Context: an optimization exercise on an open-source flow, tuned for small area. The choices shown serve that exercise and are no tape-out recipe. Function was checked by simulation only, so behaviour that the tests miss may differ from the original. Power figures rest on the tool's default switching activity, not on a simulated workload.

`design/flow/design.v`:
```
package definitions;
typedef enum logic {
  ENABLE  = 1'b1,
  DISABLE = 1'b0
} Signal;
parameter MemAddrWidth = 4;
parameter RegAddrWidth = 5;
typedef logic[RegAddrWidth-1:0]  RegAddr;
typedef logic[31:0] Register;
typedef enum logic[5:0]{
  RTYPE = 6'h00,   
  J     = 6'h02,
  BEQ   = 6'h04,
  ADDI  = 6'h08,
  LW    = 6'h23,
  SW    = 6'h2b,
  ADDS  = 6'h11,
  LWC1  = 6'h31,
  SWC1  = 6'h39
} OpCode;
typedef enum logic[1:0]{
  ALU_RTYPE = 2'b00,
  ALU_ADD = 2'b01,
  ALU_SUB = 2'b10,
  ALU_DC = 2'b11
} alu_control_signals;
typedef enum logic[2:0]{
  ALU_O_ADD = 3'b000,
  ALU_O_SUB = 3'b001,
  ALU_O_AND = 3'b010,
  ALU_O_OR = 3'b011,
  ALU_O_XOR = 3'b100
} alu_operation;
typedef enum logic[5:0]{
  ADD = 6'h20,
  SUB = 6'h22,
  AND = 6'h24,
  OR  = 6'h25
} Funct;
typedef logic[7:0]  ProgramCounter;
typedef logic[31:0] Instruction;
typedef logic[4:0]  ShAmt;
typedef logic[15:0] Immediate;
typedef logic[25:0] JumpAddr;
typedef struct packed {
  OpCode  opcode;
  RegAddr rs;
  RegAddr rt;
  RegAddr rd;
  ShAmt   shamt;
  Funct   funct;
} RType;
typedef struct packed {
  OpCode   opcode;
  RegAddr  rs;
  RegAddr  rt;
  Immediate imm;
} IType;
typedef struct packed {
  OpCode   opcode;
  JumpAddr addr;
} JType;
typedef struct packed{
  OpCode opcode;
  ShAmt fmt;
  RegAddr ft;
  RegAddr fs;
  RegAddr fd;
  Funct funct;
} FRType;
typedef struct packed {
  Signal reg_write;
  Signal mem_to_reg;
  Signal fpu_write;
} WB_ctrl;
typedef struct packed {
  Signal read_mem;
  Signal write_mem;
  Signal branch;
  Signal jmp;
  Signal fpu_to_mem;
} M_ctrl;
typedef struct packed {
  WB_ctrl wb;
} MW_ctrl;
typedef struct packed {
  alu_control_signals alu_op;
  Signal  alu_src;
  Signal  reg_dst;
} X_ctrl;
typedef struct packed {
  MW_ctrl mw;
  M_ctrl  m;
} XM_ctrl;
typedef struct packed {
  Signal start;
} FPU_ctrl;
typedef struct packed {
  XM_ctrl  xm;
  X_ctrl   x;
  FPU_ctrl fpu;
} DX_ctrl;
typedef struct packed {
  ProgramCounter pc;
  ProgramCounter pc_jmp;
  RegAddr  rs_a;
  Register rs_d;
  RegAddr  rt_a;
  Register rt_d;
  RegAddr  rd_a;
  RegAddr  fs_a;
  Register fs_d;
  RegAddr  ft_a;
  Register ft_d;
  RegAddr  fd_a;
  Register imm;
} DX_data;
typedef struct packed {
  Signal         stall;
  Signal         branch;
  Signal         alu_zero;
  Signal         jmp;
  ProgramCounter pc_branch;
  ProgramCounter pc_jmp;
} IF_input;
typedef struct packed {
  ProgramCounter pc;
} IF_output;
typedef struct packed {
  Signal write;
  Signal fp_write;
} D_control;
typedef struct packed {
  Register       rd;
  RegAddr        dst;
  Register       fd;
  RegAddr        fpu_dst;
  Instruction    instr;
  ProgramCounter pc;
} D_input;
typedef struct packed {
  Register       rs;
  RegAddr        rs_a;
  Register       rt;
  RegAddr        rt_a;
  RegAddr        rd_a;
  Register       fs;
  RegAddr        fs_a;
  Register       ft;
  RegAddr        ft_a;
  RegAddr        fd_a;
  ProgramCounter pc_jmp;
} D_output;
typedef struct packed {
  X_ctrl          ctrl;
  ProgramCounter  pc;
  Register        imm;
  Register        rs;
  Register        rt;
  RegAddr         rs_addr;
  RegAddr         rt_addr;
  RegAddr         rd_addr;
} X_input;
typedef struct packed {
  Signal          zero;
  ProgramCounter  pc_branch;
  Register        alu;
  Register        rt;
  RegAddr         rt_addr;
  RegAddr         dst_addr;
} X_output;
typedef struct packed{
  Register        fs;
  Register        ft;
  ProgramCounter  pc;
  X_ctrl          ctrl;
  RegAddr 	  fs_addr;
  RegAddr 	  ft_addr;
  RegAddr 	  fd_addr;
} FPU_input;
typedef struct packed{
  Register	  ft;
  RegAddr     dst;
} FPU_output;
typedef struct packed {
  Register addr;
  Register alu_val; 
  Register fpu_val;
  RegAddr  dst;
  RegAddr fpu_dst;
  Signal   alu_zero;
  ProgramCounter pc_branch;
} XM_data;
typedef struct packed {
  Signal read;
  Signal write;
  Register addr;
  Register val;
} M_input;
typedef struct packed {
  Register val;
} M_output;
typedef struct packed {
  Register mem;
  Register alu;
  Register fpu;
  RegAddr  dst;
  RegAddr fpu_dst;
} WB_input;
typedef struct packed {
  Register val;
  RegAddr  dst;
  Register fpu_val;
  RegAddr  fpu_dst;
} WB_output;
typedef struct packed{
  RegAddr Drs;
  RegAddr Drt;
  RegAddr Drd;
  RegAddr Xrs;
  RegAddr Xrt;
  RegAddr Xrd;
  RegAddr Mrs;
  RegAddr Mrt;
  RegAddr Mrd;
  Signal  read_mem;
  RegAddr Dfs;
  RegAddr Dft;
  RegAddr Cfd;
  RegAddr Ofd;
  RegAddr Afd;
} Hazard_input;
typedef struct packed{
  Signal fwdXX_rs;
  Signal fwdXX_rt;
  Signal fwdMX_rs;
  Signal fwdMX_rt;
  Signal fwdMM_rt;
  Signal stallD;
  Signal stallIF;
} Hazard_output;
typedef logic        Sign;
typedef logic [ 7:0] Exponent;
typedef logic [22:0] Mantissa;
typedef logic [23:0] Mantissa_ext;
typedef struct packed {
    Sign     sign;
    Exponent exp;
    Mantissa mnt;
} Float32;
typedef struct packed {
    Sign         sign;
    Exponent     exp;
    Mantissa_ext mnt;
} Float32_ext;
typedef struct packed {
    logic op;
    Float32 a;
    Float32 b;
    RegAddr dst;
} Compare_in;
typedef struct packed {
    logic        op;
    logic        flip;
    Float32 gt;
    Float32 lt;
    Exponent e_dif;
    RegAddr dst;
} Operate_in;
typedef struct packed {
    logic        op;
    logic        flip;
    Sign         sign;
    Exponent     exp;
    logic [24:0] mnt;
    RegAddr dst;
} Align_in;
typedef struct packed {
    Float32 val;
    RegAddr dst;
} Align_out;
endpackage  
module IF(
  input  wire      clk,
  input  definitions::Signal    reset,   
  input  definitions::IF_input  in,
  output definitions::IF_output out
);
wire pc_src;
assign pc_src = in.branch & in.alu_zero;
definitions::ProgramCounter _pc;
assign out.pc = _pc;
always_ff@(posedge clk) begin
  if(reset == definitions::ENABLE)
    _pc <= 0;
  else if (in.jmp == definitions::ENABLE)
    _pc <= in.pc_jmp;
  else if (in.stall == definitions::ENABLE)
    _pc <= _pc;
  else if (pc_src == 1'b1)
    _pc <= in.pc_branch;
  else
    _pc <= out.pc + 1;
end
endmodule
module FD(
	input wire clk,
	input wire rst,
	input definitions::Signal bubble,
	input definitions::Signal stall,
	input definitions::ProgramCounter next_pc_i,
	input definitions::Instruction instr_i,
	output definitions::ProgramCounter next_pc_o,
	output definitions::Instruction instr_o
);
always_ff@(posedge clk) begin
	if(bubble) begin
		next_pc_o <= definitions::ProgramCounter'(0);
		instr_o <= definitions::Instruction'(0);
	end
	else if(stall) begin
		next_pc_o <= next_pc_o;
		instr_o   <= instr_o;
	end
	else begin
		next_pc_o <= next_pc_i;
		instr_o   <= instr_i;
	end
end
endmodule
module D(
    input wire        clk,
    input definitions::Signal      reset,
    input  definitions::D_control  ctrl,
    input  definitions::D_input    in,
    output definitions::D_output   out
);
definitions::RegAddr rs, rt, rd;
definitions::RegAddr fs, ft, fd;
assign out.rs_a = rs;
assign out.rt_a = rt;
assign out.rd_a = rd;
assign out.fs_a = fs;
assign out.ft_a = ft;
assign out.fd_a = fd;
definitions::Register rf_rs, rf_rt;
definitions::Register rf_fs, rf_ft;
assign out.rs   = (in.dst == rs && ctrl.write   ) ? in.rd : rf_rs;
assign out.rt   = (in.dst == rt && ctrl.write   ) ? in.rd : rf_rt;
assign out.fs   = (in.fpu_dst == rs && ctrl.fp_write   ) ? in.fd : rf_fs;
assign out.ft   = (in.fpu_dst == rt && ctrl.fp_write   ) ? in.fd : rf_ft;
definitions::RType instr_r;
assign instr_r = definitions::RType'(in.instr);
definitions::IType instr_i;
assign instr_i = definitions::IType'(in.instr);
definitions::JType instr_j;
assign instr_j = definitions::JType'(in.instr);
definitions::FRType instr_fr;
assign instr_fr = definitions::FRType'(in.instr);
definitions::OpCode opcode;
assign opcode = definitions::OpCode'(in.instr[31:26]);
RegisterFile RF(
    .clk(clk),
    .reset(reset),
    .write(ctrl.write),
    .rd_i(in.rd),
    .rs(rs),
    .rt(rt),
    .rd(in.dst),
    .rs_o(rf_rs),
    .rt_o(rf_rt)
);
RegisterFile FP_RF(
    .clk(clk),
    .reset(reset),
    .write(ctrl.fp_write),
    .rd_i(in.fd),
    .rs(fs),
    .rt(ft),
    .rd(in.fpu_dst),
    .rs_o(rf_fs),
    .rt_o(rf_ft)
);
always_comb begin
    out.pc_jmp <= definitions::ProgramCounter'(in.instr[7:0]);
    case(opcode)
        definitions::RTYPE: begin   
            rs    = instr_r.rs;
            rt    = instr_r.rt;
            rd    = instr_r.rd;
        end
        definitions::ADDI: begin   
            rs    = instr_i.rs;
            rt    = definitions::RegAddr'(0);   
            rd    = instr_i.rt;  
        end
        definitions::BEQ: begin   
            rs    = instr_i.rs;
            rt    = instr_i.rt;
            rd    = definitions::RegAddr'(0);   
        end
        definitions::LW: begin   
            rs    = instr_i.rs;
            rt    = definitions::RegAddr'(0);   
            rd    = instr_i.rt;
        end
        definitions::SW: begin   
            rs    = instr_i.rs;
            rt    = instr_i.rt;
            rd    = definitions::RegAddr'(0);   
        end
        definitions::LWC1: begin
            rs = instr_i.rs;
            rt = definitions::RegAddr'(0);
            rd = definitions::RegAddr'(0);
        end
        definitions::SWC1: begin
            rs = instr_i.rs;
            rt = definitions::RegAddr'(0);
            rd = definitions::RegAddr'(0);
        end
        default: begin  
            rs    = definitions::RegAddr'(0);
            rt    = definitions::RegAddr'(0);
            rd    = definitions::RegAddr'(0);
        end
    endcase
    case( opcode )   
        definitions::LWC1: begin
            fs = definitions::RegAddr'(0);
            ft = definitions::RegAddr'(0);
            fd = instr_i.rt;
        end
        definitions::SWC1: begin
            fs = definitions::RegAddr'(0);
            ft = instr_i.rt;
            fd = definitions::RegAddr'(0);
        end
        definitions::ADDS: begin
            fs = instr_fr.fs;
            ft = instr_fr.ft;
            fd = instr_fr.fd;
        end
        default begin
            fs = definitions::RegAddr'(0);
            ft = definitions::RegAddr'(0);
            fd = definitions::RegAddr'(0);
        end
    endcase
end
endmodule
module RegisterFile(
    input wire      clk,
    input definitions::Signal    reset,  
    input definitions::Signal    write,
    input definitions::Register  rd_i,
    input definitions::RegAddr   rs,
    input definitions::RegAddr   rt,
    input definitions::RegAddr   rd,
    output definitions::Register rs_o,
    output definitions::Register rt_o
);
parameter bus_size = 2**definitions::RegAddrWidth;
definitions::Register regs [(bus_size - 1):0];
assign rs_o = regs[rs];
assign rt_o = regs[rt];
integer i;
always_ff @ (posedge clk) begin
    if (reset == definitions::ENABLE) for (i=0; i<bus_size; i=i+1)
                              regs[i]  <= 0;
    else if (write == definitions::ENABLE) regs[rd] <= rd_i;
    else                      regs[rd] <= regs[rd];
end
endmodule
module Controller(
	input [5:0] opCode,		 
	output definitions::DX_ctrl signals
);
definitions::alu_control_signals ALUop;		 
definitions::Signal aluSrc;
definitions::Signal reg_dst;		 
definitions::Signal reg_write;		 
definitions::Signal read_mem;		 
definitions::Signal write_mem;		 
definitions::Signal memToReg;		 
definitions::Signal jmp;		 
definitions::Signal branch;
definitions::Signal fpu_write; 		 
definitions::Signal fpu_to_mem;		 
definitions::Signal fpu_start;
definitions::WB_ctrl wb_ctrl;
assign wb_ctrl.reg_write  = reg_write;
assign wb_ctrl.mem_to_reg = memToReg;
assign wb_ctrl.fpu_write  = fpu_write;
definitions::M_ctrl m_ctrl;
assign m_ctrl.read_mem = read_mem;
assign m_ctrl.write_mem = write_mem;
assign m_ctrl.branch = branch;
assign m_ctrl.jmp = jmp;
assign m_ctrl.fpu_to_mem = fpu_to_mem;
definitions::MW_ctrl mw_ctrl;
assign mw_ctrl.wb = wb_ctrl;
definitions::X_ctrl x_ctrl;
assign x_ctrl.alu_op = ALUop;
assign x_ctrl.alu_src = aluSrc;
assign x_ctrl.reg_dst = reg_dst;
definitions::XM_ctrl xm_ctrl;
assign xm_ctrl.mw = mw_ctrl;
assign xm_ctrl.m  = m_ctrl;
definitions::FPU_ctrl fpu_ctrl;
assign fpu_ctrl.start = fpu_start;
definitions::DX_ctrl dx_ctrl;
assign dx_ctrl.xm = xm_ctrl;
assign dx_ctrl.x = x_ctrl;
assign dx_ctrl.fpu = fpu_ctrl;
assign signals = dx_ctrl;
always_comb								   
  begin
 	 case (opCode)   			    
		6'b00_0000: begin		 
				ALUop = definitions::ALU_RTYPE;			
				aluSrc = definitions::DISABLE;
				reg_write = definitions::ENABLE;		 
				read_mem = definitions::DISABLE;		 
				write_mem = definitions::DISABLE;
				memToReg = definitions::DISABLE;		 
				jmp = definitions::DISABLE;
				branch = definitions::DISABLE;
				reg_dst = definitions::ENABLE;
				fpu_write = definitions::DISABLE;
				fpu_to_mem = definitions::DISABLE;
				fpu_start = definitions::DISABLE;
			end
		6'b00_1000: begin	
				ALUop = definitions::ALU_ADD;			
				aluSrc = definitions::ENABLE;
				reg_write = definitions::ENABLE;		
				read_mem = definitions::DISABLE;		
				write_mem = definitions::DISABLE;
				memToReg = definitions::DISABLE;		
				jmp = definitions::DISABLE;
				branch = definitions::DISABLE;
				reg_dst = definitions::DISABLE;	
				fpu_write = definitions::DISABLE;
				fpu_to_mem = definitions::DISABLE;
				fpu_start = definitions::DISABLE;	
			end
		6'b00_0100: begin	
				ALUop = definitions::ALU_SUB;				
				aluSrc = definitions::DISABLE;
				reg_write = definitions::DISABLE;		
				read_mem = definitions::DISABLE;		
				write_mem = definitions::DISABLE;
				memToReg = definitions::DISABLE;		
				jmp = definitions::DISABLE;
				branch = definitions::ENABLE;
				reg_dst = definitions::ENABLE;
				fpu_write = definitions::DISABLE;
				fpu_to_mem = definitions::DISABLE;
				fpu_start = definitions::DISABLE;
			end
		6'b10_0011: begin					
				ALUop = definitions::ALU_ADD;		
				aluSrc = definitions::ENABLE;
				reg_write = definitions::ENABLE;		
				read_mem = definitions::ENABLE;		
				write_mem = definitions::DISABLE;
				memToReg = definitions::ENABLE;		
				jmp = definitions::DISABLE;
				branch = definitions::DISABLE;
				reg_dst = definitions::DISABLE;
				fpu_write = definitions::DISABLE;
				fpu_to_mem = definitions::DISABLE;
				fpu_start = definitions::DISABLE;
			end
		6'b10_1011: begin					
				ALUop = definitions::ALU_ADD;		
				aluSrc = definitions::ENABLE;
				reg_write = definitions::DISABLE;		
				read_mem = definitions::DISABLE;		
				write_mem = definitions::ENABLE;
				memToReg = definitions::DISABLE;		
				jmp = definitions::DISABLE;
				branch = definitions::DISABLE;
				reg_dst = definitions::DISABLE;
				fpu_write = definitions::DISABLE;
				fpu_to_mem = definitions::DISABLE;
				fpu_start = definitions::DISABLE;
			end
		6'b00_0010: begin
				ALUop = definitions::ALU_ADD;
				aluSrc = definitions::DISABLE;
				reg_write = definitions::DISABLE;
				read_mem = definitions::DISABLE;
				write_mem = definitions::DISABLE;
				memToReg = definitions::DISABLE;
				jmp = definitions::ENABLE;
				branch = definitions::DISABLE;
				reg_dst = definitions::DISABLE;
				fpu_write = definitions::DISABLE;
				fpu_to_mem = definitions::DISABLE;
				fpu_start = definitions::DISABLE;
		end
		6'b01_0001: begin
				ALUop = definitions::ALU_ADD;
				aluSrc = definitions::DISABLE;
				reg_write = definitions::DISABLE;
				read_mem = definitions::DISABLE;
				write_mem = definitions::DISABLE;
				memToReg = definitions::DISABLE;
				jmp = definitions::DISABLE;
				branch = definitions::DISABLE;
				reg_dst = definitions::ENABLE;
				fpu_write = definitions::ENABLE;
				fpu_to_mem = definitions::DISABLE;
				fpu_start = definitions::ENABLE;
		end
		6'b11_0001: begin
				ALUop = definitions::ALU_ADD;
				aluSrc = definitions::ENABLE;
				reg_write = definitions::DISABLE;
				read_mem = definitions::ENABLE;
				write_mem = definitions::DISABLE;
				memToReg = definitions::ENABLE;
				jmp = definitions::DISABLE;
				branch = definitions::DISABLE;
				reg_dst = definitions::DISABLE;
				fpu_write = definitions::ENABLE;
				fpu_to_mem = definitions::DISABLE;
				fpu_start = definitions::DISABLE;
		end
		6'b11_1001: begin
				ALUop = definitions::ALU_ADD;
				aluSrc = definitions::ENABLE;
				reg_write = definitions::DISABLE;
				read_mem = definitions::DISABLE;
				write_mem = definitions::ENABLE;
				memToReg = definitions::DISABLE;
				jmp = definitions::DISABLE;
				branch = definitions::DISABLE;
				reg_dst = definitions::DISABLE;
				fpu_write = definitions::DISABLE;
				fpu_to_mem = definitions::ENABLE;
				fpu_start = definitions::DISABLE;
		end
		default: begin
				ALUop = definitions::ALU_ADD;
				aluSrc = definitions::DISABLE;
				reg_write = definitions::DISABLE;
				read_mem = definitions::DISABLE;
				write_mem = definitions::DISABLE;
				memToReg = definitions::DISABLE;
				jmp = definitions::DISABLE;
				branch = definitions::DISABLE;
				reg_dst = definitions::DISABLE;
				fpu_write = definitions::DISABLE;
				fpu_to_mem = definitions::DISABLE;
				fpu_start = definitions::DISABLE;
			end
   	 endcase
  end
endmodule 
module DX(
  input  wire clk,
  input  wire rst,
  input  definitions::Signal stall,
  input  definitions::Signal bubble,
  input  definitions::DX_ctrl ctrl,
  input  definitions::DX_data data_i,
  output definitions::ProgramCounter pc_jmp,
  output definitions::XM_ctrl xm_ctrl,
  output definitions::X_input x_data,
  output definitions::Compare_in cmp_in,
  output definitions::Register ft
);
always_ff @(posedge clk) begin
  if(rst | bubble) begin
    pc_jmp  <= definitions::ProgramCounter'(0);
    xm_ctrl <= definitions::XM_ctrl'(0);
    x_data  <= definitions::X_input'(0);
    cmp_in  <= definitions::Compare_in'(0);
    ft      <= definitions::Register'(0);
  end
  else if (stall) begin
    pc_jmp  <= pc_jmp;
    xm_ctrl <= xm_ctrl;
    x_data  <= x_data;
    cmp_in  <= cmp_in;
    ft      <= ft;
  end
  else begin
    pc_jmp         <= data_i.pc_jmp;
    xm_ctrl        <= ctrl.xm;
    x_data.ctrl    <= ctrl.x;
    x_data.pc      <= data_i.pc;
    x_data.rs      <= data_i.rs_d;
    x_data.rt      <= data_i.rt_d;
    x_data.rs_addr <= data_i.rs_a;
    x_data.rt_addr <= data_i.rt_a;
    x_data.rd_addr <= data_i.rd_a;
    x_data.imm     <= data_i.imm;
    cmp_in.op      <= 0;
    cmp_in.a       <= definitions::Float32'(data_i.fs_d);
    cmp_in.b       <= definitions::Float32'(data_i.ft_d);
    cmp_in.dst     <= data_i.fd_a; 
    ft             <= data_i.ft_d;  
  end
end
endmodule
module DXForwarding(
  input  definitions::Signal bubble,
  input  definitions::Signal fwdX_rs,
  input  definitions::Signal fwdX_rt,
  input  definitions::Signal fwdM_rs,
  input  definitions::Signal fwdM_rt,
  input  definitions::Register M_d,
  input  definitions::Register X_d,
  input  definitions::X_input dx_out,
  input  definitions::XM_ctrl dx_xm_ctrl,
  output definitions::X_input x_in,
  output definitions::XM_ctrl xm_ctrl
);
definitions::X_input _x_in;
assign x_in = (bubble) ? definitions::X_input'(0) : _x_in;
assign xm_ctrl = (bubble) ? definitions::XM_ctrl'(0) : dx_xm_ctrl;
assign _x_in.ctrl    = dx_out.ctrl;
assign _x_in.pc      = dx_out.pc;
assign _x_in.rs      = (fwdX_rs) ? X_d : (fwdM_rs) ? M_d : dx_out.rs;
assign _x_in.rt      = (fwdX_rt) ? X_d : (fwdM_rt) ? M_d : dx_out.rt;
assign _x_in.rs_addr = dx_out.rs_addr;
assign _x_in.rt_addr = dx_out.rt_addr;
assign _x_in.rd_addr = dx_out.rd_addr;
assign _x_in.imm     = dx_out.imm;
endmodule
module X(
	input  definitions::X_input  in,
	output definitions::X_output out
);
assign out.pc_branch = in.pc + in.imm + 1;
assign out.dst_addr  = in.rd_addr;
assign out.rt        = in.rt;
assign out.rt_addr   = in.rt_addr;
definitions::alu_operation alu_controller_out;
wire [31:0] alu_b = in.ctrl.alu_src ? in.imm : in.rt;
wire alu_zero;
assign out.zero = definitions::Signal'(alu_zero);
ALU_Controller alu_c(
	.func(in.imm[5:0]), 
	.op(in.ctrl.alu_op),
	.alu_op(alu_controller_out)
);
alu alu_x(
	.rs_i(in.rs),
	.rt_i(alu_b),
	.op_i(alu_controller_out),
	.result_o(out.alu),
	.zero(alu_zero)
);
endmodule
module ALU_Controller(	input [5:0] func,
			input definitions::alu_control_signals op,
			output definitions::alu_operation alu_op);
always_comb
begin
	alu_op = definitions::ALU_O_ADD;	 
	case(op)
		2'b00:		 
		begin
			case(func)
				6'b10_0000: alu_op = definitions::ALU_O_ADD;
				6'b10_0010: alu_op = definitions::ALU_O_SUB;
				6'b10_0100: alu_op = definitions::ALU_O_AND;
				6'b10_0101: alu_op = definitions::ALU_O_OR;
				6'b10_0110: alu_op = definitions::ALU_O_XOR;
			endcase
		end
		2'b01:		 
		begin
			alu_op = definitions::ALU_O_ADD;
		end
		2'b10:		 
		begin
			alu_op = definitions::ALU_O_SUB;
		end
		default:
		begin
		end
	endcase
end
endmodule
module alu (	input  [31:0] rs_i,
            	input  [31:0] rt_i,
            	input  definitions::alu_operation op_i,
           	output logic [31:0] result_o,
		output logic zero);
definitions::alu_operation op3; 	                   
assign op3 = op_i;		 
always_comb							
  begin
	result_o = 'd0;        
  case (op3)   						
	definitions::ALU_O_OR: begin					
		result_o = rs_i | rt_i;
		end
	definitions::ALU_O_AND: begin					
		result_o = rs_i & rt_i;
		end
	definitions::ALU_O_ADD: begin					
		result_o = rs_i + rt_i;
		end
	definitions::ALU_O_SUB: begin
		result_o = rs_i - rt_i;
		end
	definitions::ALU_O_XOR: begin
		result_o = rs_i ^ rt_i;
		end
  endcase
  zero = ~(|result_o);
  end
endmodule 
module XM(	input wire clk,
		input wire rst,
		input definitions::Signal bubble,
		input definitions::XM_ctrl ctrl,
		input definitions::X_output x_out,
		input definitions::Register ft,
		input definitions::ProgramCounter pc_jmp,
		input definitions::Operate_in cmp_out,
		output definitions::MW_ctrl mw_ctrl,
		output definitions::M_ctrl  m_ctrl,
		output definitions::XM_data  xm_data,
		output definitions::RegAddr m_src,
		output definitions::ProgramCounter pc_jmp_o,
		output definitions::Operate_in op_in
);
always_ff @ (posedge clk) begin
if(bubble) begin
	mw_ctrl <= definitions::MW_ctrl'(0);
	m_ctrl <= definitions::M_ctrl'(0);
	xm_data <= definitions::XM_data'(0);
	m_src <= definitions::RegAddr'(0);
	pc_jmp_o <= definitions::ProgramCounter'(0);
    op_in <= definitions::Operate_in'(0);
end
else begin
	mw_ctrl          <= ctrl.mw;
	m_ctrl           <= ctrl.m;
	xm_data.dst       <= (rst) ? definitions::RegAddr'(0) : x_out.dst_addr;
	xm_data.fpu_dst   <= definitions::RegAddr'(0);
	xm_data.addr      <= x_out.alu;
	xm_data.alu_val   <= x_out.rt;
    xm_data.fpu_val   <= ft;
	xm_data.alu_zero  <= x_out.zero;
	xm_data.pc_branch <= x_out.pc_branch;
	m_src            <= x_out.rt_addr;
	pc_jmp_o         <= pc_jmp;
        op_in <= cmp_out;
end
end
endmodule
module XMForwarding(
  input definitions::Signal fwdM_rt,
  input definitions::Register M_d,
  input  definitions::XM_data   xm_data,
  input  definitions::Signal   read_mem,
  input  definitions::Signal   write_mem,
  input  definitions::Signal   fpu_to_mem,
  output definitions::M_input  m_in
);
assign m_in.read  = read_mem;
assign m_in.write = write_mem;
assign m_in.addr = xm_data.addr;
assign m_in.val = (fpu_to_mem) ? xm_data.fpu_val : xm_data.alu_val;
endmodule
module FP_C(
    input  definitions::Compare_in in,
    output definitions::Operate_in out
);
assign out.op  = in.op;
assign out.dst = in.dst;
float_cmp f_cmp(
    .a(in.a),   .b(in.b),
    .gt(out.gt), .lt(out.lt),
    .e_dif(out.e_dif),
    .flip(out.flip)
);
endmodule
module float_cmp(
    input  definitions::Float32   a, b,
    output definitions::Float32   gt, lt,
    output definitions::Exponent  e_dif,
    output           flip
);
wire e_cmp;
assign e_cmp = (a.exp > b.exp);
assign e_dif = (e_cmp) ? (a.exp - b.exp) : (b.exp - a.exp);
wire m_cmp;
assign m_cmp = (a.mnt > b.mnt);
wire m_priority;
assign m_priority = (e_dif == 0) & m_cmp;
assign flip = ~(e_cmp | m_priority);
assign gt = (flip) ? b : a;
assign lt = (flip) ? a : b;
endmodule
module FP_O(
    input  definitions::Operate_in in,
    output definitions::Align_in   out
);
definitions::Mantissa_ext gt_m_ext, lt_m_ext;
operand_align align(
    .gt(in.gt),
    .lt(in.lt),
    .e_dif(in.e_dif),
    .gt_m_ext(gt_m_ext),
    .lt_m_ext(lt_m_ext)
);
wire action;
assign action = in.gt.sign ^ in.lt.sign ^ in.op;
assign out.op   = in.op;
assign out.flip = in.flip;
assign out.dst  = in.dst;
assign out.sign = in.gt.sign;
assign out.exp  = in.gt.exp;
assign out.mnt  = (action) ? (gt_m_ext - lt_m_ext) : (gt_m_ext + lt_m_ext);
endmodule
module operand_align(
    input  definitions::Float32      gt, lt,
    input  definitions::Exponent     e_dif,
    output definitions::Mantissa_ext gt_m_ext, lt_m_ext
);
wire gt_lead, lt_lead;
assign gt_lead = |{gt.exp, gt.mnt};
assign lt_lead = |{lt.exp, lt.mnt};
definitions::Mantissa_ext lt_m_tmp;
assign gt_m_ext = {gt_lead, gt.mnt};
assign lt_m_tmp = {lt_lead, lt.mnt};
mantissa_shifter shifter(
    .e(e_dif),
    .m(lt_m_tmp),
    .o(lt_m_ext)
);
endmodule
module mantissa_shifter(
    input  [7:0]  e,
    input  [23:0] m,
    output [23:0] o
);
wire [23:0] layers [5:0];
assign layers[0] = e[0] ? {0, m[23:1]} : m;
genvar i;
for (i = 1; i < 5; i++) begin
    assign layers[i] = e[i] ? {0, layers[i-1][23:(2**i)]} : layers[i-1];
end
assign layers[5] = (|e[7:5]) ? 24'b0 : layers[4];
assign o = layers[5];
endmodule
module FP_A(
    input  definitions::Align_in  in,
    output definitions::Align_out out
);
wire [4:0]  sh_amt;
mantissa_positioner m_pos(
    .m(in.mnt),
    .r(out.val.mnt),
    .e(sh_amt)
);
wire is_not_zero;
assign is_not_zero = |in.mnt;
assign out.val.exp = (is_not_zero) ? (in.exp - sh_amt + 1) : 8'b0;
assign out.val.sign = in.sign ^ (in.flip & in.op);
assign out.dst = in.dst;
endmodule
module mantissa_positioner(
    input  [24:0] m,
    output [22:0] r,
    output [4:0]  e
);
wire [24:0] layers [5:0];
assign layers[5] = m;
genvar i;
for (i = 4; i >= 0; i--) begin
    parameter width  = 24 - 2**i;
    assign e[i]      = ~(|layers[i+1][24:(width + 1)]);
    assign layers[i] = (e[i]) ? {layers[i+1][width:0], {(2**i){1'b0}}} : layers[i+1] ;
end
assign r = layers[0][23:1];
endmodule
module MW(
	input wire      clk,
	input wire      rst,
	input definitions::MW_ctrl   ctrl,
	input definitions::WB_input  data_i,
        input definitions::Align_in op_out,
	output definitions::WB_ctrl  wb_ctrl,
	output definitions::WB_input wb_data,
	output definitions::Align_in align_in
);
	always_ff @(posedge clk) begin
		if(rst) begin
			wb_ctrl <= definitions::WB_ctrl'(0);
			wb_data <= definitions::WB_input'(0);
			align_in <= definitions::Align_in'(0);
		end
		else begin
			wb_ctrl <= ctrl.wb;
			wb_data <= data_i;
			align_in <= op_out;
		end
	end
endmodule
module WB(
	input  definitions::WB_ctrl   ctrl,
	input  definitions::WB_input  in,
	input  definitions::Align_out align_out,
	output definitions::WB_output out
);
	assign out.val     = ( ctrl.mem_to_reg ) ? in.mem : in.alu;
	assign out.dst     = in.dst;
	assign out.fpu_dst = align_out.dst;
	assign out.fpu_val = ( ctrl.mem_to_reg ) ? in.mem : align_out.val;
endmodule
module Hazard(
	input  definitions::Hazard_input  h_i,
	output definitions::Hazard_output h_o
);
assign h_o.fwdXX_rs = (h_i.Xrd == 5'b0) ? definitions::DISABLE : (h_i.Xrd == h_i.Drs) ? definitions::ENABLE : definitions::DISABLE;
assign h_o.fwdXX_rt = (h_i.Xrd == 5'b0) ? definitions::DISABLE : (h_i.Xrd == h_i.Drt) ? definitions::ENABLE : definitions::DISABLE;
assign h_o.fwdMX_rs = (h_i.Mrd == 5'b0) ? definitions::DISABLE : (h_i.Mrd == h_i.Drs) ? definitions::ENABLE : definitions::DISABLE;
assign h_o.fwdMX_rt = (h_i.Mrd == 5'b0) ? definitions::DISABLE : (h_i.Mrd == h_i.Drt) ? definitions::ENABLE : definitions::DISABLE;
assign h_o.fwdMM_rt = definitions::DISABLE;
definitions::Signal stall_load_use;
assign stall_load_use = (h_i.Xrd == 5'b0) ? definitions::DISABLE : (h_i.read_mem == definitions::DISABLE) ? definitions::DISABLE : (h_i.Xrd == h_i.Drs || h_i.Xrd == h_i.Drt) ? definitions::ENABLE : definitions::DISABLE;
definitions::Signal stall_fpu, stall_fpu_cmp, stall_fpu_op, stall_fpu_align;
assign stall_fpu_cmp   = (h_i.Cfd == 5'b0) ? definitions::DISABLE : (h_i.Cfd == h_i.Dfs | h_i.Cfd == h_i.Dft) ? definitions::ENABLE : definitions::DISABLE;
assign stall_fpu_op    = (h_i.Ofd == 5'b0) ? definitions::DISABLE : (h_i.Ofd == h_i.Dfs | h_i.Ofd == h_i.Dft) ? definitions::ENABLE : definitions::DISABLE;
assign stall_fpu_align = (h_i.Afd == 5'b0) ? definitions::DISABLE : (h_i.Afd == h_i.Dfs | h_i.Afd == h_i.Dft) ? definitions::ENABLE : definitions::DISABLE;
assign stall_fpu   = definitions::Signal'( stall_fpu_cmp | stall_fpu_op | stall_fpu_align );
assign h_o.stallD  = definitions::Signal'( stall_load_use | stall_fpu );
assign h_o.stallIF  = h_o.stallD; 
endmodule
module MIPS_CP1_13(
  input clk,
        rst,
  output [7:0]  imem_addr,
  input  [31:0] imem_rdata,
  output        dmem_re,
  output        dmem_we,
  output [31:0] dmem_addr,
  output [31:0] dmem_wdata,
  input  [31:0] dmem_rdata
);
definitions::Signal reset;
assign reset = definitions::Signal'(rst);
definitions::Signal stall;
wire [5:0] opcode = d_in.instr[31:26];
wire [1:0] x_op;
wire reg_dst;
wire alu_src;
definitions::Signal reg_write;
wire _reg_write;
assign reg_write = definitions::Signal'(_reg_write);
definitions::Signal mem_read;
wire _mem_read;
assign mem_read = definitions::Signal'(_mem_read);
definitions::Signal mem_write;
wire _mem_write;
assign mem_write = definitions::Signal'(_mem_write);
wire mem_to_reg;
wire branch;
wire alu_zero;
wire jmp;
definitions::ProgramCounter _pc_branch, pc_jmp;
definitions::ProgramCounter pc;
definitions::Instruction instr;
definitions::RType instr_r; assign instr_r = definitions::RType'(instr);
definitions::JType instr_j; assign instr_j = definitions::JType'(instr);
definitions::IType instr_i; assign instr_i = definitions::IType'(instr);
definitions::FRType instr_fr; assign instr_fr = definitions::FRType'(instr);
assign pc_jmp = instr_j.addr[7:0];
definitions::IF_input  if_in;
definitions::IF_output if_out;
definitions::D_control d_ctrl;
definitions::D_input   d_in;
definitions::D_output  d_out;
definitions::DX_ctrl dx_ctrl;
definitions::XM_ctrl dx_xm_ctrl;
definitions::DX_data dx_in;
definitions::Signal dx_bubble;
definitions::X_input dx_out;
definitions::ProgramCounter dx_pc_jmp;
definitions::Register dx_xm_ft;
definitions::X_input  x_in;
definitions::X_output x_out;
definitions::X_ctrl   x_ctrl;
definitions::XM_ctrl xm_ctrl;
definitions::M_input  m_in;
definitions::M_output m_out;
definitions::M_ctrl m_ctrl;
definitions::XM_data xm_data;
definitions::ProgramCounter xm_pc_jmp;
definitions::MW_ctrl  mw_ctrl;
definitions::WB_input mw_data;
definitions::WB_input  wb_in;
definitions::WB_output wb_out;
definitions::WB_ctrl   wb_ctrl;
definitions::Hazard_input h_i;
definitions::Hazard_output h_o;
definitions::Compare_in cmp_in;
definitions::Operate_in cmp_out;
definitions::Operate_in op_in;
definitions::Align_in   op_out;
definitions::Align_in   align_in;
definitions::Align_out  align_out;
assign if_in.stall    = h_o.stallIF;
assign if_in.branch   = m_ctrl.branch;
assign if_in.jmp      = m_ctrl.jmp;
assign d_ctrl.write = wb_ctrl.reg_write;
assign d_ctrl.fp_write = wb_ctrl.fpu_write;
assign if_in.alu_zero  = xm_data.alu_zero;
assign if_in.pc_branch = xm_data.pc_branch;
assign if_in.pc_jmp    = xm_pc_jmp;
assign d_in.rd       = wb_out.val;
assign d_in.dst      = wb_out.dst;
assign d_in.fd       = wb_out.fpu_val;
assign d_in.fpu_dst  = wb_out.fpu_dst;
assign mw_data.mem = m_out.val;
assign mw_data.alu = xm_data.addr;
assign mw_data.fpu = xm_data.fpu_val;
assign mw_data.dst = xm_data.dst;
assign mw_data.fpu_dst = xm_data.fpu_dst;
assign dx_bubble = (if_in.jmp | (if_in.branch & if_in.alu_zero)) ? definitions::ENABLE : definitions::DISABLE;
assign dx_in.rs_a   = d_out.rs_a;
assign dx_in.rs_d   = d_out.rs;
assign dx_in.rt_a   = d_out.rt_a;
assign dx_in.rt_d   = d_out.rt;
assign dx_in.rd_a   = d_out.rd_a;
assign dx_in.fs_d   = d_out.fs;
assign dx_in.fs_a   = d_out.fs_a;
assign dx_in.ft_d   = d_out.ft;
assign dx_in.ft_a   = d_out.ft_a;
assign dx_in.fd_a   = d_out.fd_a;
assign dx_in.imm    = {{16{d_in.instr[15]}}, d_in.instr[15:0]};
assign dx_in.pc_jmp = d_out.pc_jmp;
assign h_i.Drs = dx_out.rs_addr;     
assign h_i.Drt = dx_out.rt_addr;     
assign h_i.Xrd = xm_data.dst;   
assign h_i.read_mem = m_ctrl.read_mem;
assign h_i.Mrd = wb_in.dst;     
assign h_i.Dfs = d_out.fs_a;
assign h_i.Dft = d_out.ft_a;
assign h_i.Cfd =   cmp_in.dst;
assign h_i.Ofd =    op_in.dst;
assign h_i.Afd = align_in.dst;
assign imem_addr  = if_out.pc;
assign instr      = imem_rdata;
assign dmem_re    = m_in.read;
assign dmem_we    = m_in.write;
assign dmem_addr  = m_in.addr;
assign dmem_wdata = m_in.val;
assign m_out.val  = dmem_rdata;
IF fetch(
	.clk(clk),
	.reset(reset),
	.in(if_in),
	.out(if_out)
);
FD fetch_decode_buffer(
	.clk(clk),
	.rst(rst),
	.stall(h_o.stallIF),
	.bubble(dx_bubble),
	.next_pc_i(if_out.pc),
	.instr_i(instr),
	.next_pc_o(dx_in.pc),
	.instr_o(d_in.instr)
);
D decode(
	.clk(clk),
	.reset(reset),
	.ctrl(d_ctrl),
	.in(d_in),
	.out(d_out)
);
Controller control(
	.opCode(opcode),
	.signals(dx_ctrl)
);
DX decode_execute_buffer(
	.clk(clk),
	.rst(rst),
	.stall(h_o.stallD),
	.bubble(dx_bubble),
	.ctrl(dx_ctrl),
	.data_i(dx_in),
	.pc_jmp(dx_pc_jmp),
	.xm_ctrl(dx_xm_ctrl),
	.x_data(dx_out),
    .cmp_in(cmp_in),
	.ft(dx_xm_ft)
);
definitions::Register m_d_forward;
assign m_d_forward = (wb_ctrl.mem_to_reg == definitions::ENABLE) ? wb_in.mem : wb_in.alu;
definitions::Signal dxf_bubble;
assign dxf_bubble = definitions::Signal'(dx_bubble | h_o.stallD);
DXForwarding dx_forward(
	.bubble(dxf_bubble),
	.fwdX_rs(h_o.fwdXX_rs),
	.fwdX_rt(h_o.fwdXX_rt),
	.fwdM_rs(h_o.fwdMX_rs),
	.fwdM_rt(h_o.fwdMX_rt),
	.M_d(m_d_forward),
	.X_d(xm_data.addr),
	.dx_out(dx_out),
	.dx_xm_ctrl(dx_xm_ctrl),
	.xm_ctrl(xm_ctrl),
	.x_in(x_in)
);
FP_C fpu_compare(
	.in(cmp_in),
	.out(cmp_out)
);
X execute(
	.in(x_in),
	.out(x_out)
);
XM execute_mem_buffer(
	.clk(clk),
	.rst(rst),
	.bubble(dx_bubble),
	.ctrl(xm_ctrl),
	.x_out(x_out),
	.ft(dx_xm_ft),
	.pc_jmp(dx_pc_jmp),
	.cmp_out(cmp_out),
	.mw_ctrl(mw_ctrl),
	.m_ctrl(m_ctrl),
	.xm_data(xm_data),
	.m_src(h_i.Xrt),
	.pc_jmp_o(xm_pc_jmp),
	.op_in(op_in)
);
XMForwarding xm_forward(
	.fwdM_rt(h_o.fwdMM_rt),
	.M_d(wb_out.val),
	.xm_data(xm_data),
	.read_mem(m_ctrl.read_mem),
	.write_mem(m_ctrl.write_mem),
	.fpu_to_mem(m_ctrl.fpu_to_mem),
	.m_in(m_in)
);
FP_O fpu_operate(
	.in(op_in),
	.out(op_out)
);
MW mem_writeback_buffer(
	.clk(clk),
	.rst(rst),
	.ctrl(mw_ctrl),
	.data_i(mw_data),
	.op_out(op_out),
	.wb_ctrl(wb_ctrl),
	.wb_data(wb_in),
	.align_in(align_in)
);
FP_A fpu_align(
	.in(align_in),
	.out(align_out)
);
WB writeback(
	.ctrl(wb_ctrl),
	.in(wb_in),
	.align_out(align_out),
	.out(wb_out)
);
Hazard hazard(
	.h_i(h_i),
	.h_o(h_o)
);
endmodule
```
`design/flow/run.sh`:
```
#!/bin/bash
# synth_recipe.tcl (not shown) runs the flow's synth.tcl, then flattens the netlist and writes it again
# the make line also repeats each setting of config.mk as NAME=value (left out here)
make -C /OpenROAD-flow-scripts/flow DESIGN_CONFIG=/design/flow/config.mk WORK_HOME=/design/flow/orfs CLKGATE_MAP_FILE= SYNTH_SCRIPT=/design/flow/synth_recipe.tcl finish
```
`design/flow/config.mk`:
```
export PLATFORM = sky130hd
export DESIGN_NAME = MIPS_CP1_13
export DESIGN_NICKNAME = MIPS_CP1_13
export VERILOG_FILES = /design/flow/design.v
export SDC_FILE = /design/flow/constraint.sdc
export NUM_CORES = 4
export LEC_CHECK = 0
export CAP_MARGIN = 20
export CORE_MARGIN = 2
export CORE_UTILIZATION = 40
export SLEW_MARGIN = 20
```
`design/flow/constraint.sdc`:
```
create_clock -name core_clock -period 10.0 [get_ports {clk}]
set_input_delay 2.0000 -clock core_clock [delete_from_list [all_inputs] [get_ports {clk}]]
set_output_delay 2.0000 -clock core_clock [all_outputs]
set_load 0.01 [all_outputs]
```
==> summary.txt <==
state kept, by name, summed over array words and instances, names as in the netlist, 8 cells and up:
name                           flops
mem_writeback_buffer.align_in     39
execute_mem_buffer.pc_jmp_o        8
decode.RF.regs                  1024
fetch._pc                          8
decode.FP_RF.regs               1024
decode_execute_buffer.x_data     106
execute_mem_buffer.op_in          77
decode_execute_buffer.ft          31
fetch_decode_buffer.instr_o       32
decode_execute_buffer.cmp_in      38
fetch_decode_buffer.next_pc_o      8
mem_writeback_buffer.wb_data      69
execute_mem_buffer.xm_data       110
power by group:
part	internal [mW]	total [mW]	switching, mW
clock	6.38	11.1	4.71
combinational	8.47	27.8	19.3
sequential	12.7	14.0	1.27
cells in the final DEF (no fill, tap or decap), drive strengths merged, types with 110 or more instances in the layout:
master and instances:
o221ai 339, a31oi 240, a211oi 198, inv 171
nand2 2790, clkdlybuf4s50 138, and3 291, mux4 285
ha 178, clkbuf 398, nor2 2787, nand3 986
nor2b 119, mux2 110, a311oi 124, buf 387
xnor2 114, nor3 149, mux2i 360, dfxtp 543
a21oi 725, edfxtp 2048, o21ai 423
cells by family after synthesis:
| kind of cell | count (synthesis) |
|---|---|
| AND/OR/NAND/NOR | 7443 |
| flip-flops | 2591 |
| AO/OA/AOI/OAI | 2387 |
| buffers and inverters | 1617 |
| multiplexers | 755 |
| adder cells (fa/ha/maj) | 184 |
| XOR/XNOR | 165 |
tightest hold or removal path, cell delays in order, from the launching register on:
cell     delay (ns)
dfxtp_1        0.31
nand2_1        0.05
a21oi_1        0.05
metal layers:
| metal | vias up | global-route usage |
|---|---|---|
| met5 | - | 0 |
| met4 | 8 | 0.1802 |
| met3 | 1445 | 0.07710 |
| met2 | 8502 | 0.4708 |
| met1 | 59510 | 0.4421 |
| li1 | 52500 | - |
metrics by stage:
stage | hold slack (ns) | instances
after floorplan | 0.4138 | 15140
after global placement | 0.4204 | 18810
after detailed placement | 0.4362 | 18810
after CTS | 0.4501 | 19350
after global routing | 0.4630 | 19350
final | 0.4494 | 19360
cell type report:
| type | count | area, µm² |
|---|---|---|
| tap | 4599 | 5754 |
| fill | 33040 | 193600 |
| multi-input combinational | 10930 | 63210 |
| timing repair buffer | 526 | 4496 |
| sequential | 2591 | 72410 |
| inverter | 163 | 614.3 |
| clock inverter | 140 | 1311 |
| antenna | 9 | 22.52 |
| clock buffer | 397 | 8303 |
path summary, 6_finish.rpt:
kind / start / endpoint / slack, ns / cells after the start
min: fetch_decode_buffer.next_pc_o[4] / decode_execute_buffer.x_data[115] / 0.45 / 2
max: fetch_decode_buffer.instr_o[29] / execute_mem_buffer.xm_data[8] / 1.60 / 31
max reg2reg: fetch_decode_buffer.instr_o[29] / execute_mem_buffer.xm_data[8] / 1.60 / 31
min reg2reg: fetch_decode_buffer.next_pc_o[4] / decode_execute_buffer.x_data[115] / 0.45 / 2
==> results.json <==
{
  "status": "complete, no violations",
  "crit_path_frequent_cell": "nand2_1",
  "setup_ws_ns": 1.595,
  "synthMuxAreaShare": 0.08007,
  "hpwlAfterDp_um": 366200,
  "postSynthAreaPerCell_um2": 9.288,
  "drv_slew": 0,
  "period_needed_ns": 8.405,
  "io_pins": 140,
  "synth_common_cells": "nand2_1, nor2_1, edfxtp_1",
  "grt_setup_unrepaired": "false",
  "final_nets": 14770,
  "yosys.area_share.simple": 0.2231,
  "grt_pass1_wl_um": 837900,
  "first_pass_iters": 10,
  "cts_sinks": 2591,
  "postLayoutCoreUtil": 0.4464,
  "die_h_um": 597.0,
  "yosys_warnings": 12,
  "grt-ovfl-total": 0,
  "synth_top_family_by_area": "simple AND/OR/NAND/NOR gates",
  "antenna_left": 0,
  "stdcell_area_um2": 156100,
  "synth-seq-cells": 2591,
  "power_leakage_nw": 56.20,
  "ys_async_sr_fraction": 0,
  "synth_area_um2": 140600,
  "yosys.area.top_type_share": 0.4373,
  "drc": 0,
  "htree_levels": 5,
  "io_buffers": 139,
  "worst_pin_slew_ns": 1.343,
  "hp-class": "reg -> reg",
  "slew_headroom": 0.1003,
  "via_per_inst": 6.300,
  "synth-edff-count": 2048,
  "yosysTopAreaCell": "edfxtp_1",
  "synth-xor-area-share": 0.01033,
  "path_max_fanout": 13,
  "worst_clock_skew_ns": 0.09917,
  "crit_buf_inv": 1,
  "synth-main-ff-cell": "edfxtp_1",
  "grt_pass1_vias": 112500,
  "fin_total_pwr_mw": 52.83,
  "postPlaceCellArea_um2": 146400,
  "start_util": 0.4022,
  "path_delay_family": "compound AO/OA/AOI/OAI gates",
  "wl_um": 595100,
  "die_area_um2": 356400,
  "wl_met3_um": 77800,
  "cts_resized": 0,
  "globalplace.congestion": 0.9740,
  "cp-end-kind": "flop",
  "pre_cts_slack_ns": 1.775,
  "grtUsageTotal": 0.3236,
  "wl_per_cell_um": 30.74,
  "insertion_delay_ns": 0.95,
  "cp.required_ns": 10.84,
  "drv_cap": 0,
  "post_cts_buffers": 0,
  "max_freq_ghz": 0.1190,
  "yosysSeqAreaShare": 0.5146,
  "route.met2.wl_um": 250500,
  "fp-row-count": 217,
  "startpoint_type": "flop",
  "cts_buffers": 300,
  "core_um2": 349700,
  "ir_drop_uv": 439.4,
  "tns_ns": 0,
  "clk_pin_slew_ns": 0.05,
  "clockBufferDepth": 4,
  "timing.final.crit_share": 0.8405,
  "worstPathArrival_ns": 9.25,
  "powerDensity_nw_per_um2": 338.4,
  "syn_inst": 15140,
  "cts_tree": "built",
  "yosys-top-cells-area": "edfxtp_1, dfxtp_1, nand2_1, nor2_1, mux4_2",
  "met1Wirelength_um": 227400,
  "dr_total_vias": 122000,
  "synth_nets": 15390,
  "crit_type": "reg -> reg",
  "crit_path_max_incr_delay_ns": 0.64,
  "synthAdderAreaFrac": 0.01669,
  "syn_to_final_growth_pct": 11.01,
  "highest_layer": "met5",
  "crit_slowest_cell": "dfxtp_1",
  "antenna_found_initial": 24,
  "chipWidth_um": 597.0,
  "finalHoldViolations": 0,
  "yosysMostFrequentCell": "nand2_1",
  "drive_gt1_frac": 0.1005,
  "synth.distinct_cells": 104,
  "cts_root_buf": "clkbuf_16",
  "grt_max_degree": 161,
  "first_iter_violations": 19230,
  "synth_compound_area_frac": 0.1103,
  "cts_hold_buf": 0,
  "finalSetupViolCount": 0
}

[port drivers added, routing unchanged]
How much do the figures lean on ideal ports? The routed layout below was timed once more, with nothing changed but the port constraints.
Step 1 (the two cells are an assumption about what drives the block):
set clk [get_ports {clk}]
set_driving_cell -lib_cell sky130_fd_sc_hd__clkbuf_16 $clk
set_driving_cell -lib_cell sky130_fd_sc_hd__buf_2 [delete_from_list [all_inputs] $clk]
Step 2 adds t to the input delays and takes it off the output delays; t is the mean of the earliest and latest rising clock arrival at the registers after step 1. Input paths then give back, and output paths get back, about the clock's delay inside the block.
Three values: ideal, step 1, step 2; two values: the first two.
t (ns): 1.015
setup slack, ns: 1.595 / 1.595 / 1.595
slew at the worst register clock pin (ns): 0.07 / 0.07
cell pins on the clock port's net: 1
After both steps setup and hold are still met in this run. The setup slack of this run moves by 0.000 ns with the drivers and by 0.000 ns with both steps.
